What follows belongs to an exercise in optimizing a design on an open flow for small area; a production flow would make more cautious choices. At most, simulation tests tie the RTL to the original design; equivalence was not proved. No functional check of the RTL was part of runs 2 and 3. Power figures rest on the tool's default switching activity, not on a simulated workload.

**flow/run.sh**
```bash
#!/bin/bash
# synth_recipe.tcl (not shown) runs the flow's synth.tcl, then flattens the netlist and writes it again
# the make line also repeats each setting of config.mk as NAME=value (left out here)
make -C /OpenROAD-flow-scripts/flow DESIGN_CONFIG=/design/flow/config.mk WORK_HOME=/design/flow/orfs CLKGATE_MAP_FILE= SYNTH_SCRIPT=/design/flow/synth_recipe.tcl finish
```
**flow/config.mk**
```make
export PLATFORM = sky130hd
export DESIGN_NAME = testpc
export DESIGN_NICKNAME = testpc
export VERILOG_FILES = /design/flow/design.v
export SDC_FILE = /design/flow/constraint.sdc
export NUM_CORES = 4
export LEC_CHECK = 0
export CAP_MARGIN = 20
export CORE_MARGIN = 2
export CORE_UTILIZATION = 40
export SLEW_MARGIN = 20
```
**flow/constraint.sdc**
```tcl
create_clock -name core_clock -period 16.0 [get_ports {clock}]
set_input_delay 3.2000 -clock core_clock [delete_from_list [all_inputs] [get_ports {clock}]]
set_output_delay 3.2000 -clock core_clock [all_outputs]
set_load 0.01 [all_outputs]
```
**flow/design.v**
```verilog
module testpc(
	clock,   
	reset,   
	pc,   
	instruction,   
	mem_data,   
	mem_addr,   
	mem_wdata,   
	mwrite_enable,
	mread_enable,
	regwrite_enable,   
	write_addr,   
	reg_write_data   
	);
	input clock, reset;
	input [15:0] instruction, mem_data;
	output [15:0] pc, mem_addr, mem_wdata;
	output [15:0] reg_write_data;
	output mwrite_enable, mread_enable, regwrite_enable;
	output [2:0] write_addr;
	reg [15:0] pc, read_data1, read_data2, ext_imm_data, alu_result;
	reg [15:0] reg_write_data;
	reg [15:0] jump_addr, branch_addr;
	reg [15:0] mwrite_addr, mread_addr;
	reg [6:0] imm_data;
	reg [2:0] read_addr1, read_addr2, write_addr;
	reg [1:0] result_sel;
	reg regwrite_enable, func_sel, imm_sel, mwrite_enable;
	reg mread_enable, memtoreg_sel, jump_enable, branch_enable;
	reg [15:0] reg_table[0:7];
	reg [15:0] c, temp;
	reg c1, c2, s1;
	wire [15:0] b1;
	wire [15:0] and_result, not_result;
	assign mem_addr = alu_result;
	assign mem_wdata = read_data2;
	always@(posedge clock or negedge reset)
	begin
		if(reset == 1'b0)
			pc <= 16'b0000000000000000;
		else if(branch_enable == 1'b1)
		begin
			if(alu_result == 0)
				pc <= pc + branch_addr;
			else
				pc <= pc + 16'b0000000000000001;
		end
		else if(jump_enable == 1'b1)
			pc <= 16'b0000000000000000 + jump_addr;
		else
			pc <= pc + 16'b0000000000000001;
	end
	always@(instruction)
	begin
		begin
			if(instruction[15:13] == 3'b001 && instruction[3:0] <= 4'b0010)   
			begin
				if(instruction[3:0] == 4'b0000)   
				begin
					read_addr1 = instruction[12:10]; 
					read_addr2 = instruction[9:7];  
					write_addr = instruction[6:4];  
					imm_data = 7'b0000000;
					mwrite_addr = 16'b0000000000000000;
					mread_addr = 16'b0000000000000000;
					jump_addr = 16'b0000000000000000;
					branch_addr = 16'b0000000000000000;
					regwrite_enable = 1'b1;
					func_sel = 1'b0;
					result_sel = 2'b00;
					imm_sel = 1'b0;
					mwrite_enable = 1'b0;
					mread_enable = 1'b0;
					memtoreg_sel = 1'b0;
					jump_enable = 1'b0;
					branch_enable = 1'b0;
				end
				else if(instruction[3:0] == 4'b0001)   
				begin
					read_addr1 = instruction[12:10];  
					read_addr2 = instruction[9:7];  
					write_addr = instruction[6:4];  
					imm_data = 7'b0000000;
					mwrite_addr = 16'b0000000000000000;
					mread_addr = 16'b0000000000000000;
					jump_addr = 16'b0000000000000000;
					branch_addr = 16'b0000000000000000;
					regwrite_enable = 1'b1;
					func_sel = 1'b0;
					result_sel = 2'b10;
					imm_sel = 1'b0;
					mwrite_enable = 1'b0;
					mread_enable = 1'b0;
					memtoreg_sel = 1'b0;
					jump_enable = 1'b0;
					branch_enable =	1'b0;		
				end
				else   
				begin
					read_addr1 = instruction[12:10];  
					read_addr2 = instruction[9:7];  
					write_addr = instruction[6:4];  
					imm_data = 7'b0000000;
					mwrite_addr = 16'b0000000000000000;
					mread_addr = 16'b0000000000000000;
					jump_addr = 16'b0000000000000000;
					branch_addr = 16'b0000000000000000;
					regwrite_enable = 1'b1;
					func_sel = 1'b0;
					result_sel = 2'b11;
					imm_sel = 1'b0;
					mwrite_enable = 1'b0;
					mread_enable = 1'b0;
					memtoreg_sel = 1'b0;
					jump_enable = 1'b0;
					branch_enable =	1'b0;		
				end
			end
			else if(instruction[15:13] == 3'b011)   
			begin
				read_addr1 = instruction[12:10];  
				read_addr2 = 3'b000; 
				write_addr = instruction[9:7];  
				imm_data = instruction[6:0];  
				mwrite_addr = 16'b0000000000000000;
				mread_addr = 16'b0000000000000000;
				jump_addr = 16'b0000000000000000;
				branch_addr = 16'b0000000000000000;
				regwrite_enable = 1'b1;
				func_sel = 1'b0;
				result_sel = 2'b00;
				imm_sel = 1'b1;
				mwrite_enable = 1'b0;
				mread_enable = 1'b0;
				memtoreg_sel = 1'b0;
				jump_enable = 1'b0;
				branch_enable =	1'b0;	
			end
			else if(instruction[15:13] == 3'b100)   
			begin
				read_addr1 = instruction[12:10]; 
				read_addr2 = 3'b000;  
				write_addr = instruction[9:7]; 
				imm_data = instruction[6:0];  
				mwrite_addr = 16'b0000000000000000;
				mread_addr = instruction[12:10];
				jump_addr = 16'b0000000000000000;
				branch_addr = 16'b0000000000000000;
				regwrite_enable = 1'b1;
				func_sel = 1'b0;
				result_sel = 2'b00;
				imm_sel = 1'b1;
				mwrite_enable = 1'b0;
				mread_enable = 1'b1;
				memtoreg_sel = 1'b1;
				jump_enable = 1'b0;
				branch_enable =	1'b0;	
			end
			else if(instruction[15:13] == 3'b101)   
			begin
				read_addr1 = instruction[12:10]; 
				read_addr2 = instruction[9:7];
				write_addr = 3'b000;
				imm_data = instruction[6:0]; 
				mwrite_addr = instruction[9:7]; 
				mread_addr = 16'b0000000000000000;
				jump_addr = 16'b0000000000000000;
				branch_addr = 16'b0000000000000000;
				regwrite_enable = 1'b0;
				func_sel = 1'b0;
				result_sel = 2'b00;
				imm_sel = 1'b1;
				mwrite_enable = 1'b1;
				mread_enable = 1'b0;
				memtoreg_sel = 1'b0;
				jump_enable = 1'b0;
				branch_enable =	1'b0;	
			end
			else if(instruction[15:13] == 3'b110)   
			begin
				read_addr1 = instruction[12:10]; 
				read_addr2 = instruction[9:7]; 
				write_addr = 3'b000;
				imm_data = instruction[6:0]; 
				mwrite_addr = 16'b0000000000000000;
				mread_addr = 16'b0000000000000000;
				jump_addr = 16'b0000000000000000;
				branch_addr = instruction[6:0];
				regwrite_enable = 1'b0;
				func_sel = 1'b1;
				result_sel = 2'b00;
				imm_sel = 1'b0;
				mwrite_enable = 1'b0;
				mread_enable = 1'b0;
				memtoreg_sel = 1'b0;
				jump_enable = 1'b0;
				branch_enable =	1'b1;	
			end
			else if(instruction[15:13] == 3'b111)   
			begin
				read_addr1 = 3'b000;
				read_addr2 = 3'b000; 
				write_addr = 3'b000;
				imm_data = 7'b0000000;
				mwrite_addr = 16'b0000000000000000;
				mread_addr = 16'b0000000000000000;
				jump_addr = instruction[12:0];   
				branch_addr = 16'b0000000000000000;
				regwrite_enable = 1'b0;
				func_sel = 1'b0;
				result_sel = 2'b00;
				imm_sel = 1'b0;
				mwrite_enable = 1'b0;
				mread_enable = 1'b0;
				memtoreg_sel = 1'b0;
				jump_enable = 1'b1;
				branch_enable = 1'b0;	
			end
			else   
			begin
				read_addr1 = 3'b000;
				read_addr2 = 3'b000;
				write_addr = 3'b000;
				imm_data = 7'b0000000;
				mwrite_addr = 16'b0000000000000000;
				mread_addr = 16'b0000000000000000;
				jump_addr = 16'b0000000000000000;
				branch_addr = 16'b0000000000000000;
				regwrite_enable = 1'b0;
				func_sel = 1'b0;
				result_sel = 2'b00;
				imm_sel = 1'b0;
				mwrite_enable = 1'b0;
				mread_enable = 1'b0;
				memtoreg_sel = 1'b0;
				jump_enable = 1'b0;
				branch_enable =	1'b0;	
			end
		end
	end
	always@(alu_result, mem_data, memtoreg_sel)
	begin
		if(memtoreg_sel == 1'b1)
			reg_write_data = mem_data;
		else
			reg_write_data = alu_result;
	end
	always@(posedge clock or negedge reset)
	begin
		if(reset == 1'b0)   
		begin
			reg_table[0] <= 16'b0000000000000000;
			reg_table[1] <= 16'b0000000000000000;
			reg_table[2] <= 16'b0000000000000000;
			reg_table[3] <= 16'b0000000000000000;
			reg_table[4] <= 16'b0000000000000000;
			reg_table[5] <= 16'b0000000000000000;
			reg_table[6] <= 16'b0000000000000000;
			reg_table[7] <= 16'b0000000000000000;
		end
		else if(regwrite_enable == 1'b1)
			reg_table[write_addr] <= reg_write_data;
	end
	always@(*)
	begin
		read_data1 = reg_table[read_addr1];
		read_data2 = reg_table[read_addr2];
	end
	reg [15:0] mux_data;
	reg [15:0] adder_result;	
	always@(imm_data)
	begin
		if(imm_data[6] == 1'b1)
			ext_imm_data = 16'b1111111110000000 + imm_data;
		else
			ext_imm_data = 16'b0000000000000000 + imm_data;
	end
	always@(read_data2, ext_imm_data, imm_sel)
	begin
		if(imm_sel == 1'b0)
			mux_data = read_data2;
		else
			mux_data = ext_imm_data;
	end
	always@(mux_data, b1, func_sel)
	case(func_sel)
		1'b0 : temp = mux_data;
		1'b1 : temp = ~mux_data + 1;
	endcase
	assign b1 = temp;
	always@(*)
	begin
	adder_result[0] = read_data1[0] ^ b1[0];
	c[0] = read_data1[0] & b1[0];	
	s1 = b1[1] ^ c[0];
	c1 = b1[1] & c[0];
	adder_result[1] = read_data1[1] ^ s1;
	c2 = read_data1[1] & s1;
	c[1] = c1 | c2;
	s1 = b1[2] ^ c[1];
	c1 = b1[2] & c[1];
	adder_result[2] = read_data1[2] ^ s1;
	c2 = read_data1[2] & s1;
	c[2] = c1 | c2;	
	s1 = b1[3] ^ c[2];
	c1 = b1[3] & c[2];
	adder_result[3] = read_data1[3] ^ s1;
	c2 = read_data1[3] & s1;
	c[3] = c1 | c2;
	s1 = b1[4] ^ c[3];
	c1 = b1[4] & c[3];
	adder_result[4] = read_data1[4] ^ s1;
	c2 = read_data1[4] & s1;
	c[4] = c1 | c2;
	s1 = b1[5] ^ c[4];
	c1 = b1[5] & c[4];
	adder_result[5] = read_data1[5] ^ s1;
	c2 = read_data1[5] & s1;
	c[5] = c1 | c2;
	s1 = b1[6] ^ c[5];
	c1 = b1[6] & c[5];
	adder_result[6] = read_data1[6] ^ s1;
	c2 = read_data1[6] & s1;
	c[6] = c1 | c2;
	s1 = b1[7] ^ c[6];
	c1 = b1[7] & c[6];
	adder_result[7] = read_data1[7] ^ s1;
	c2 = read_data1[7] & s1;
	c[7] = c1 | c2;
	s1 = b1[8] ^ c[7];
	c1 = b1[8] & c[7];
	adder_result[8] = read_data1[8] ^ s1;
	c2 = read_data1[8] & s1;
	c[8] = c1 | c2;
	s1 = b1[9] ^ c[8];
	c1 = b1[9] & c[8];
	adder_result[9] = read_data1[9] ^ s1;
	c2 = read_data1[9] & s1;
	c[9] = c1 | c2;
	s1 = b1[10] ^ c[9];
	c1 = b1[10] & c[9];
	adder_result[10] = read_data1[10] ^ s1;
	c2 = read_data1[10] & s1;
	c[10] = c1 | c2;
	s1 = b1[11] ^ c[10];
	c1 = b1[11] & c[10];
	adder_result[11] = read_data1[11] ^ s1;
	c2 = read_data1[11] & s1;
	c[11] = c1 | c2;
	s1 = b1[12] ^ c[11];
	c1 = b1[12] & c[11];
	adder_result[12] = read_data1[12] ^ s1;
	c2 = read_data1[12] & s1;
	c[12] = c1 | c2;
	s1 = b1[13] ^ c[12];
	c1 = b1[13] & c[12];
	adder_result[13] = read_data1[13] ^ s1;
	c2 = read_data1[13] & s1;
	c[13] = c1 | c2;
	s1 = b1[14] ^ c[13];
	c1 = b1[14] & c[13];
	adder_result[14] = read_data1[14] ^ s1;
	c2 = read_data1[14] & s1;
	c[14] = c1 | c2;
	s1 = b1[15] ^ c[14];
	c1 = b1[15] & c[14];
	adder_result[15] = read_data1[15] ^ s1;
	c2 = read_data1[15] & s1;
	c[15] = c1 | c2;
	end
	assign and_result = read_data1 & mux_data;
	assign not_result = ~read_data1 + mux_data;
	always@(adder_result, and_result, not_result, result_sel)
	case(result_sel)
		2'b00 : alu_result = adder_result;
		2'b01 : 
		begin
			if(adder_result >= 0)
				alu_result = 8'b00000000;
			else
				alu_result = 8'b00000001;
		end
		2'b10 : alu_result = and_result;
		2'b11 : alu_result = not_result;
	endcase
endmodule
```
==> flow_summary_export.csv, run 1 <==
group,metric,value,unit
yosys,synth_largest_area_cell,"dfrtp_1",
timing,slew_headroom,0.365,
yosys,synthCells,1287,
critical_path,end_kind,"output pin",
critical_path,cpMostUsedCell,"fa_1",
yosys,yosysWarnings,2,
critical_path,cp_data_arrival_time,12.49,ns
detailed_routing,drc_errors,0,
worst_hold_path,hp-class,"register to register",
clock_tree,cts_buffers,17,
floorplanning,initial_core_util,0.406,
layout,drive_gt1_frac,0.147,
detailed_routing,wl_per_cell,22.1,um
yosys,netlist_area,10900,um^2
timing,period_minus_slack,15.69,ns
yosys,async_flop_share,1.00,
critical_path,crit_required,12.80,ns
detailed_routing,antenna_left,0,
detailed_routing,first_iter_violations,927,
placed_design,port_buffers,103,
timing,fmax,0.0637,GHz
global_route,track_usage,0.277,
critical_path,path_class,"primary input to output pin",
floorplanning,dieWidth,169,um
placed_design,dpl.hpwl,29000,um
timing,rsz0062_at_grt,"no",
worst_hold_path,hp-start,"reg_table[5][4]",
worst_hold_path,min_to,"reg_table[5][4]",
yosys,synth-edff-count,0,
critical_path,reg2reg_to,"pc[9]",
critical_path,max_stage_delay,0.58,ns
floorplanning,die-area,28700,um^2
critical_path,critPathLaunchType,"primary input",
layout,mostFrequentLayoutCells,"dfrtp_1 (144), nand2_1 (143), nor2_1 (119)",
layout,layout_commonest_cell,"dfrtp_1",
floorplanning,ios,104,
floorplanning,rows,60,
detailed_routing,vias,10500,
critical_path,ff2ff_setup_slack,6.37,ns
yosys,synth_top_area_frac,0.329,
clock_tree,cts_buffer_depth,2,
critical_path,ff2ff_path_depth,31,
clock_tree,cts.sinks,144,
timing,hold_viol_final,0,
clock_tree,cts_hold_buf,0,
clock_tree,path_clk_slew,0.06,ns
layout,utilization,0.497,
timing,finalSetupViolCount,0,
layout,fin_nets,1505,
detailed_routing,firstDrtPassIters,6,
detailed_routing,drt-vias-per-instance,5.93,
global_route,grt_pass1_wl,60800,um
global_route,grt_max_degree,79,
yosys,synthDistinctLibCells,70,
critical_path,crit_fanout,4,
detailed_routing,routed_wl,39100,um
power,power,2.64,mW
global_route,antenna_found_initial,0,
timing,holdWs,0.514,ns
global_route,grt-ovfl-total,0,
clock_tree,cts_tree,"built",
power,p_leak,5.87,nW
power,max-vdd-ir-drop,0.116,mV
timing,maxSlewViolCount,0,
timing,worst_pin_slew,0.929,ns
placed_design,finalWeightedCongestion,0.961,
yosys,ys_top_cells_by_area,"dfrtp_1 (33%), mux2_2 (6.1%), o21ai_0 (4.9%), nand2_1 (4.9%), ha_1 (4.6%)",
clock_tree,htree_num_levels,4,
timing,clock-skew-final,0.0171,ns
timing,timing.final.crit_share,0.981,
power,power_density,197,nW/um^2
clock_tree,clockRootBuffer,"clkbuf_16",
yosys,ys_seq_elements,144,
yosys,ys.flop_type,"dfrtp_1",
layout,area_growth,22.3,%
yosys,synth_fp_nets,1377,
yosys,syn_avg_cell_area,8.51,um^2
status,status,"timing/DRC/antenna clean",
global_route,first_global_vias,10200,
clock_tree,clk_latency,0.43,ns
worst_hold_path,holdPathStages,2,
floorplanning,die_y,169,um
floorplanning,core,27000,um^2
critical_path,r2r-start,"reg_table[7][0]",
layout,antenna_cells,0,
job,maxCapViolCount,0,
yosys,yosysSeqAreaShare,0.329,
critical_path,crit_path_top_delay_cell,"or4b_4",
[worst max path at each step]
stage	start	endpoint	slack [ns]	cells after the start
after floorplan	instruction[9]	reg_write_data[15]	0.69	33
after global placement	instruction[15]	reg_write_data[15]	-0.06	32
after global routing	instruction[15]	mem_addr[15]	0.004	31
final	instruction[15]	mem_addr[15]	0.31	31
after CTS	instruction[15]	reg_write_data[15]	0.006	32
after detailed placement	instruction[15]	reg_write_data[15]	-0.19	32
[sequential cells by signal (all words and copies together), names as in the netlist]
name	flops
pc	16
reg_table	128
[synth_stat cells, types with 20 or more instances]
library cell,count
a21oi_1,93
a22oi_1,34
and2_1,21
clkbuf_1,64
dfrtp_1,144
ha_1,40
inv_1,68
mux2_2,59
mux2i_1,35
nand2_1,143
nor2_1,119
nor2b_1,20
nor3_1,22
o21ai_0,108
xnor2_1,21
[worst max-delay path: cells and delay by family]
| family | cells | cell delay (ns) |
|---|---|---|
| buffers and inverters | 5 | 1.35 |
| AOI/OAI and AO/OA | 3 | 0.72 |
| muxes | 3 | 0.60 |
| adders and majority gates | 15 | 5.39 |
| and+or+nand+nor | 3 | 0.84 |
| xor gates and xnor gates | 2 | 0.37 |
[logic make-up after synthesis]
kind of cell             Yosys count  synth area share
AO/OA/AOI/OAI                    390             0.235
XOR/XNOR                          36            0.0288
adder cells (fa/ha/maj)           56            0.0750
buffers and inverters            149            0.0526
flip-flops                       144             0.329
multiplexers                     100             0.104
AND/OR/NAND/NOR                  412             0.175
[per-layer routing]
metal  track usage  share of wire  vias to the layer above
met5             0              0                        -
met4        0.0892          0.029                        0
met3        0.0462          0.074                       81
met2         0.446           0.46                      430
met1         0.380           0.44                     5104
li1              -              -                     4871
[report_power, final]
part / switching [mW] / internal, mW / leakage [nW]
logic: 0.863 / 0.726 / 3.81
clock network: 0.174 / 0.219 / 0.266
registers: 0.146 / 0.509 / 1.80
[repair_timing]
action | CTS | global route
resized for setup | 3 | 12
endpoints found under the setup margin | 3 | 3
pin swaps | 1 | 4
buffers inserted | 2 | 2
[through the flow]
step                      std cells  worst slack (ns)  TNS, ns  area, um^2
after global routing           1769           0.00401        0       13400
after floorplan                1287             0.694        0       10900
final                          1769             0.311        0       13400
after global placement         1733           -0.0649  -0.0649       12700
after detailed placement       1733            -0.189   -0.291       12700
after CTS                      1767           0.00643        0       13300
[cell type report]
| type | instances | area (um^2) |
|---|---|---|
| clock buffer | 20 | 437 |
| clock inverter | 12 | 128 |
| inverter | 70 | 263 |
| fill | 2594 | 13600 |
| multi-input combinational | 994 | 6860 |
| timing repair buffer | 188 | 1670 |
| sequential | 144 | 3600 |
| tap | 341 | 427 |
==> run 2, diff against run 1 <==
==> flow/design.v (replaced) <==
module testpc(
	clock,   
	reset,   
	pc,   
	instruction,   
	mem_data,   
	mem_addr,   
	mem_wdata,   
	mwrite_enable,
	mread_enable,
	regwrite_enable,   
	write_addr,   
	reg_write_data   
	);
	input clock, reset;
	input [15:0] instruction, mem_data;
	output [15:0] pc, mem_addr, mem_wdata;
	output [15:0] reg_write_data;
	output mwrite_enable, mread_enable, regwrite_enable;
	output [2:0] write_addr;
	reg [15:0] pc;
	wire [2:0] op = instruction[15:13];
	wire [2:0] rs = instruction[12:10];
	wire [2:0] rt = instruction[9:7];
	wire [2:0] rd = instruction[6:4];
	wire [3:0] fn = instruction[3:0];
	wire [6:0] imm = instruction[6:0];
	wire is_r    = (op == 3'b001);
	wire r_ok    = is_r & ~fn[3] & ~fn[2] & ~(fn[1] & fn[0]);
	wire is_addi = (op == 3'b011);
	wire is_ld   = (op == 3'b100);
	wire is_st   = (op == 3'b101);
	wire is_beq  = (op == 3'b110);
	wire is_jmp  = (op == 3'b111);
	assign regwrite_enable = r_ok | is_addi | is_ld;
	assign mread_enable = is_ld;
	assign mwrite_enable = is_st;
	assign write_addr = (op[2] | op[1]) ? rt : rd;
	reg [15:0] rf [0:7];
	reg [15:0] ra, rb;
	integer k;
	always @(*) begin
		ra = 16'b0;
		rb = 16'b0;
		for (k = 0; k < 8; k = k + 1) begin
			ra = ra | (rf[k] & {16{rs == k && valid[k]}});
			rb = rb | (rf[k] & {16{rt == k && valid[k]}});
		end
	end
	wire imm_sel = op[2] ^ op[1];                
	wire inv = is_beq | (is_r & fn[1]);          
	wire sel_and = ~op[2] & ~op[1] & fn[0];      
	wire s_imm = imm_sel;
	wire s_rb = ~imm_sel & ~sel_and;
	wire [15:0] opb = ({16{s_imm}} & {{9{imm[6]}}, imm}) | ({16{s_rb}} & rb);
	wire [15:0] opa = (ra & (rb | {16{~sel_and}})) ^ {16{inv}};
	wire [15:0] sum;
	wire [16:0] cy;
	assign cy[0] = 1'b0;
	genvar g;
	generate
		for (g = 0; g < 16; g = g + 1) begin : alu_add
			assign sum[g] = opa[g] ^ opb[g] ^ cy[g];
			assign cy[g+1] = (opa[g] & opb[g]) | (cy[g] & (opa[g] ^ opb[g]));
		end
	endgenerate
	wire eq = &sum;
	assign mem_addr = sum;
	assign mem_wdata = rb;
	assign reg_write_data = is_ld ? mem_data : sum;
	reg [7:0] valid;
	always @(posedge clock) begin
		if (regwrite_enable)
			rf[write_addr] <= reg_write_data;
	end
	always @(posedge clock or negedge reset) begin
		if (reset == 1'b0)
			valid <= 8'b0;
		else if (regwrite_enable)
			valid[write_addr] <= 1'b1;
	end
	wire taken = is_beq & eq;
	wire [6:0] pinc = taken ? imm : 7'd1;
	wire [15:0] pc_add;
	wire [16:0] pcy;
	assign pcy[0] = 1'b0;
	generate
		for (g = 0; g < 16; g = g + 1) begin : pc_add_bit
			if (g < 7) begin : fa
				assign pc_add[g] = pc[g] ^ pinc[g] ^ pcy[g];
				assign pcy[g+1] = (pc[g] & pinc[g]) | (pcy[g] & (pc[g] ^ pinc[g]));
			end else begin : ha
				assign pc_add[g] = pc[g] ^ pcy[g];
				assign pcy[g+1] = pc[g] & pcy[g];
			end
		end
	endgenerate
	always @(posedge clock or negedge reset) begin
		if (reset == 1'b0)
			pc <= 16'b0;
		else if (is_jmp)
			pc <= {3'b0, instruction[12:0]};
		else
			pc <= pc_add;
	end
endmodule
--- a/flow/config.mk
+++ b/flow/config.mk
@@ -7,5 +7,5 @@
 export LEC_CHECK = 0
 export CAP_MARGIN = 20
 export CORE_MARGIN = 2
-export CORE_UTILIZATION = 40
+export CORE_UTILIZATION = 70
 export SLEW_MARGIN = 20
==> flow_summary_export.csv, run 2 <==
group,metric,value,unit
status,status,"timing/DRC/antenna clean",
critical_path,end_kind,"register",
global_route,grt_pass1_wl,42000,um
placed_design,placed_cell_area,9160,um^2
yosys,synth_fp_nets,670,
detailed_routing,firstDrtPassIters,9,
timing,clock-skew-final,0.0174,ns
detailed_routing,first_iter_violations,1703,
worst_hold_path,hp-class,"register to register",
power,power_density,150,nW/um^2
worst_hold_path,hp-start,"valid[4]",
yosys,ys_seq_elements,152,
yosys,netlist_area,7680,um^2
global_route,grt_max_degree,32,
global_route,grt-ovfl-total,0,
floorplanning,die_y,109,um
timing,finalSetupViolCount,0,
clock_tree,cts_buffers,17,
placed_design,port_buffers,103,
placed_design,dpl.hpwl,16200,um
layout,reg_top3,"rf x128, pc x16, valid x8",
floorplanning,ios,104,
critical_path,cp_data_arrival_time,16.05,ns
yosys,ys_top_cells_by_area,"edfxtp_1 (50%), dfrtp_1 (7.8%), a22oi_1 (6.7%), fa_1 (5.2%), a222oi_1 (3.9%)",
timing,worst_pin_slew,1.15,ns
detailed_routing,drc_errors,0,
detailed_routing,routed.top_layer,"met4",
yosys,yosysSeqAreaShare,0.578,
detailed_routing,routed_wl,28700,um
power,p_leak,3.65,nW
yosys,synthDistinctLibCells,50,
timing,holdWs,0.506,ns
critical_path,crit_path_top_delay_cell,"fa_1",
layout,fin_area,9800,um^2
floorplanning,die-area,11800,um^2
floorplanning,rows,38,
critical_path,crit_fanout,15,
yosys,syn_avg_cell_area,12.8,um^2
placed_design,finalWeightedCongestion,0.989,
detailed_routing,vias,7084,
critical_path,ff2ff_path_depth,42,
job,maxCapViolCount,0,
layout,largest_reg_flops,128,
yosys,synthCells,601,
detailed_routing,routed-wl-met2,12400,um
critical_path,max_stage_delay,0.48,ns
power,power,1.47,mW
critical_path,crit_required,16.49,ns
critical_path,cp-startpoint,"instruction[8]",
global_route,antenna_found_initial,0,
timing,maxSlewViolCount,0,
layout,area_growth,27.5,%
layout,top_register,"rf",
detailed_routing,routed-wl-met3,4810,um
yosys,synthTopCellsByCount,"edfxtp_1 (128), a22oi_1 (69), nand2_1 (40)",
layout,layout_commonest_cell,"edfxtp_1",
detailed_routing,drt-vias-per-instance,7.92,
yosys,yosysWarnings,1,
timing,period_minus_slack,15.55,ns
timing,slew_headroom,0.228,
floorplanning,initial_core_util,0.712,
layout,drive_gt1_frac,0.164,
detailed_routing,antenna_left,0,
yosys,synth_top_area_frac,0.500,
timing,fmax,0.0643,GHz
critical_path,ff2ff_setup_slack,2.93,ns
critical_path,r2r-start,"valid[4]",
global_route,first_global_vias,7244,
yosys,synth-edff-count,128,
timing,hold_viol_final,0,
critical_path,critPathLaunchType,"primary input",
yosys,async_flop_share,0.158,
worst_hold_path,min_to,"valid[4]",
power,max-vdd-ir-drop,0.120,mV
yosys,synth.most_common_cell,"edfxtp_1",
yosys,ys.flop_type,"edfxtp_1",
critical_path,cpMostUsedCell,"fa_1",
yosys,synth_largest_area_cell,"edfxtp_1",
critical_path,reg2reg_to,"pc[15]",
global_route,track_usage,0.505,
clock_tree,cts_buffer_depth,2,
clock_tree,cts_tree,"built",
layout,fin_nets,810,
floorplanning,dieWidth,109,um
clock_tree,path_clk_slew,0.06,ns
critical_path,path_class,"primary input to register",
clock_tree,clockRootBuffer,"clkbuf_8",
layout,antenna_cells,0,
timing,timing.final.crit_share,0.972,
layout,mostFrequentLayoutCells,"edfxtp_1 (128), clkdlybuf4s50_1 (95), a22oi_1 (69)",
floorplanning,core,10800,um^2
clock_tree,cts.sinks,152,
detailed_routing,drt-met1-wl,8590,um
clock_tree,clk_latency,0.57,ns
clock_tree,htree_num_levels,4,
detailed_routing,wl_per_cell,32.1,um
worst_hold_path,holdPathStages,1,
[run 2: changes by cell type in the layout (fill, tap and decap cells not counted), sizes merged, moves of 30 or more]
cell and delta:
nor2 -88, mux2 -51, dfrtp -120, a222oi +30, edfxtp +128, mux2i -33
nand2 -103, o21ai -93, a22oi +35, inv -36, a21oi -60
[run 2: what timing repair did]
| action | in CTS | in global routing |
|---|---|---|
| pin swaps | 2 | 4 |
| gates resized for setup | 8 | 10 |
| setup endpoints to repair | 7 | 8 |
| hold endpoints to repair | 0 | 0 |
| setup buffers | 0 | 0 |
| hold buffers | 0 | 0 |
[run 2: worst max-delay path, delay by kind of cell]
| kind | cells | cell delay, ns |
|---|---|---|
| buffers and inverters | 5 | 0.73 |
| AO/OA/AOI/OAI | 2 | 0.52 |
| adder cells (fa/ha/maj) | 29 | 10.19 |
| XOR/XNOR | 4 | 0.69 |
| AND/OR/NAND/NOR | 4 | 0.67 |
[run 2: cells by family after synthesis]
kind of cell	after synthesis	share of synthesized area
DFF	152	0.578
muxes	11	0.0163
AOI/OAI and AO/OA	164	0.158
adders and majority gates	35	0.0765
buffers and inverters	76	0.0418
and+or+nand+nor	144	0.105
xor gates and xnor gates	19	0.0236
[run 2: how the worst max path moves through the flow]
stage | endpoint | slack (ns) | depth (start not counted)
2_1_floorplan | pc[15] | 0.06 | 46
3_3_place_gp | pc[15] | -0.34 | 44
3_5_place_dp | pc[15] | -0.59 | 44
4_1_cts | pc[15] | 0.1 | 46
5_1_grt | pc[15] | -0.008 | 44
6_report | pc[15] | 0.45 | 44
[run 2: layout make-up]
cell class                 instances  area, um^2
sequential                       152        4440
fill                             401         996
inverter                          32         120
clock inverter                    14         164
timing repair buffer             165        1510
clock buffer                      18         418
multi-input combinational        373        2970
tap                              140         175
[run 2: power breakdown]
group          internal [mW]  switching (mW)  leakage (nW)
Sequential             0.513          0.0225          1.43
Clock                  0.226           0.175         0.275
Combinational          0.235           0.294          1.94
Total                  0.974           0.491          3.65
[run 2: layer usage]
| metal | global-route usage | up-vias |
|---|---|---|
| li1 | - | 2651 |
| met1 | 0.584 | 3217 |
| met2 | 0.746 | 907 |
| met3 | 0.204 | 309 |
| met4 | 0.401 | 0 |
| met5 | 0 | - |
[run 2: per-stage QoR]
stage	setup TNS, ns	utilization	setup WS [ns]	instances
final	0	0.908	0.449	894
after global routing	-0.00810	0.908	-0.00810	894
after CTS	0	0.904	0.0965	894
after detailed placement	-2.75	0.849	-0.587	862
after global placement	-1.30	0.849	-0.342	862
after floorplan	0	-	0.0550	601
==> run 3, diff against run 2 <==
==> flow/flow/run.sh (new file) <==
#!/bin/bash
set -uo pipefail
bash standard.sh \
  BUFFER_PORTS_ARGS="-buffer_cell sky130_fd_sc_hd__buf_1" \
  CTS_ARGS="-sink_clustering_enable -repair_clock_nets -dont_use_dummy_load" \
  finish > standard.log 2>&1
==> flow/standard.sh (new file) <==
#!/bin/bash
# synth_recipe.tcl (not shown) runs the flow's synth.tcl, then flattens the netlist and writes it again
# the make line also repeats each setting of config.mk as NAME=value (left out here)
make -C /OpenROAD-flow-scripts/flow DESIGN_CONFIG=/design/flow/config.mk WORK_HOME=/design/flow/orfs CLKGATE_MAP_FILE= SYNTH_SCRIPT=/design/flow/synth_recipe.tcl "${@:-finish}"
removed: flow/run.sh
==> flow_summary_export.csv, run 3 <==
group,metric,value,unit
status,status,"timing/DRC/antenna clean",
yosys,yosysSeqAreaShare,0.578,
timing,finalSetupViolCount,0,
yosys,syn_avg_cell_area,12.8,um^2
critical_path,path_class,"primary input to register",
power,p_switching,0.420,mW
timing,holdWs,0.501,ns
critical_path,worst-path-buf-inv,4,
clock_tree,cts.sinks,152,
yosys,netlist_area,7680,um^2
yosys,synth.most_common_cell,"edfxtp_1",
timing,slew_headroom,0.364,
critical_path,crit_required,16.47,ns
timing,worst_pin_slew,0.950,ns
global_route,grt_max_degree,32,
clock_tree,cts_tree,"built",
timing,fmax,0.0643,GHz
job,maxCapViolCount,0,
worst_hold_path,hp-class,"register to register",
detailed_routing,drt-vias-per-instance,7.58,
power,seqPwrFrac,0.430,
global_route,grt-ovfl-total,0,
detailed_routing,drc_errors,0,
floorplanning,die-area,11800,um^2
yosys,synth_top_area_frac,0.500,
critical_path,max_stage_delay,0.48,ns
timing,clock-skew-final,0.0211,ns
global_route,antenna_found_initial,0,
global_route,first_global_vias,6625,
power,power_frac_clock,0.248,
critical_path,cp_data_arrival_time,16.02,ns
clock_tree,path_clk_slew,0.05,ns
layout,top_register,"rf",
power,power,1.25,mW
yosys,synth_largest_area_cell,"edfxtp_1",
timing,maxSlewViolCount,0,
floorplanning,ios,104,
critical_path,crit_path_top_delay_cell,"fa_1",
timing,timing.final.crit_share,0.972,
clock_tree,cts_buffer_depth,2,
layout,multi_input_area,2950,um^2
layout,mostFrequentLayoutCells,"edfxtp_1 (128), buf_1 (102), a22oi_1 (69)",
timing,period_minus_slack,15.55,ns
power,power_density,141,nW/um^2
detailed_routing,first_iter_violations,1589,
layout,drive_gt1_frac,0.131,
detailed_routing,vias,6561,
yosys,async_flop_share,0.158,
floorplanning,dieWidth,109,um
yosys,synthDistinctLibCells,50,
timing,hold_viol_final,0,
detailed_routing,antenna_left,0,
layout,nFillCells,602,
yosys,ys.flop_type,"edfxtp_1",
layout,antenna_cells,0,
power,p_leak,3.17,nW
critical_path,critPathLaunchType,"primary input",
global_route,grt_pass1_wl,36000,um
detailed_routing,routed_wl,24500,um
layout,fin_nets,797,
detailed_routing,firstDrtPassIters,7,
clock_tree,cts_buffers,17,
yosys,ys_top_cells_by_area,"edfxtp_1 (50%), dfrtp_1 (7.8%), a22oi_1 (6.7%), fa_1 (5.2%), a222oi_1 (3.9%)",
global_route,track_usage,0.430,
clock_tree,clockRootBuffer,"clkbuf_8",
yosys,ys_seq_elements,152,
yosys,synthCells,601,
detailed_routing,wl_per_cell,28.3,um
floorplanning,rows,38,
yosys,synth_fp_nets,670,
floorplanning,core,10800,um^2
critical_path,end_kind,"register",
layout,layout_commonest_cell,"edfxtp_1",
layout,largest_reg_flops,128,
placed_design,port_buffers,103,
critical_path,critPathTopFamily,"adder cells",
critical_path,cpMostUsedCell,"fa_1",
power,p_comb_frac,0.323,
clock_tree,clk_latency,0.55,ns
floorplanning,die_y,109,um
layout,area_growth,15.3,%
yosys,yosysWarnings,1,
power,p_sw_frac,0.337,
yosys,synth-edff-count,128,
clock_tree,htree_num_levels,4,
layout,final-seq-area,4440,um^2
layout,reg_top3,"rf x128, pc x16, valid x8",
critical_path,crit_fanout,8,
placed_design,finalWeightedCongestion,0.996,
floorplanning,initial_core_util,0.712,
placed_design,dpl.hpwl,15600,um
power,internal_power,0.827,mW
power,max-vdd-ir-drop,0.107,mV
yosys,synthTopCellsByCount,"edfxtp_1 (128), a22oi_1 (69), nand2_1 (40)",
run 3: layout make-up:
cell class,instances,share of cell area
tap,140,0.0198
clock buffer,17,0.0467
inverter,32,0.0136
multi-input combinational,373,0.333
timing repair buffer,152,0.0853
sequential,152,0.502
run 3: routing by layer:
metal,vias up,global-route usage,wire [um]
met5,-,0,0
met2,742,0.648,11100
met1,3024,0.523,7830
met3,192,0.149,3810
li1,2603,-,-
met4,0,0.299,1760
run 3: through the flow:
| step | area, um^2 | utilization | cells | worst slack, ns | TNS [ns] |
|---|---|---|---|---|---|
| 2_1_floorplan | 7680 | - | 601 | 0.0550 | 0 |
| 3_3_place_gp | 8410 | 0.779 | 848 | 0.0204 | 0 |
| 3_5_place_dp | 8410 | 0.779 | 848 | -0.180 | -0.392 |
| 4_1_cts | 8820 | 0.818 | 865 | 0.144 | 0 |
| 5_1_grt | 8860 | 0.821 | 866 | -0.0312 | -0.0312 |
| 6_report | 8860 | 0.821 | 866 | 0.448 | 0 |
run 3: power by group through the flow:
stage | Clock (mW) | Combinational [mW] | Sequential, mW
floorplan | 0 | 0.225 | 0.541
global placement | 0 | 0.367 | 0.539
detailed placement | 0 | 0.382 | 0.541
CTS | 0.309 | 0.387 | 0.534
global route | 0.325 | 0.431 | 0.538
finish | 0.309 | 0.402 | 0.536
run 3: worst paths after layout:
path | slack [ns] | start | cells past startpoint | end
worst max-delay path | 0.45 | instruction[12] | 44 | pc[15]
worst min-delay path | 0.50 | valid[5] | 1 | valid[5]
worst max register to register | 2.90 | valid[4] | 43 | pc[15]
worst min register to register | 0.50 | valid[5] | 1 | valid[5]
max in group asynchronous | 13.11 | reset | 2 | pc[1]
min in group asynchronous | 2.65 | reset | 2 | pc[13]
run 3: what timing repair did:
action / in CTS / in global routing
endpoints found under the hold margin: 0 / 0
setup endpoints to repair: 0 / 6
resized for setup: 0 / 8
hold buffers: 0 / 0
setup buffers: 0 / 1
run 3: worst register-to-register path, delay by kind of cell, from the launching register on:
kind                     cells  cell delay (ns)
AND/OR/NAND/NOR              4             0.65
flip-flops                   1             0.41
adder cells (fa/ha/maj)     30            10.49
XOR/XNOR                     4             0.77
AO/OA/AOI/OAI                2             0.53
buffers and inverters        3             0.19
run 3: logic make-up after synthesis:
kind of cell	after synthesis	share of synthesized area
AOI/OAI and AO/OA	164	0.158
DFF	152	0.578
buffers and inverters	76	0.0418
and+or+nand+nor	144	0.105
muxes	11	0.0163
xor gates and xnor gates	19	0.0236
adders and majority gates	35	0.0765

-- port drivers added, routing unchanged --
Ports are ideal in the flow. The routed layouts listed here were re-timed in OpenROAD.
Step 1 (the two cells are an assumption about what drives the block):
set clk [get_ports {clock}]
set_driving_cell -lib_cell sky130_fd_sc_hd__clkbuf_16 $clk
set_driving_cell -lib_cell sky130_fd_sc_hd__buf_2 [delete_from_list [all_inputs] $clk]
Step 2 times the ports against the registers' clock, not the clock port: input delays grow and output delays shrink by t, the midpoint of the rising clock arrivals with the driver on.
Slacks: no drivers / after step 1 / after step 2; pairs: no drivers / after step 1.
run	t (ns)	slack for setup (ns)	clock arrival spread, ns	worst slew at a driven data input, ns
run 1	0.473	0.311 / 0.287 / 0.287	0.017 / 0.018	0.05
run 2	0.598	0.449 / 0.432 / -0.134	0.017 / 0.018	0.06
run 3	0.573	0.448 / 0.447 / -0.126	0.021 / 0.021	0.04
With both steps, setup timing fails in run 2 and run 3, where it was met with ideal ports. For run 2, which loses most, drivers alone change the setup slack by -0.017 ns; drivers and shift together by -0.583 ns.
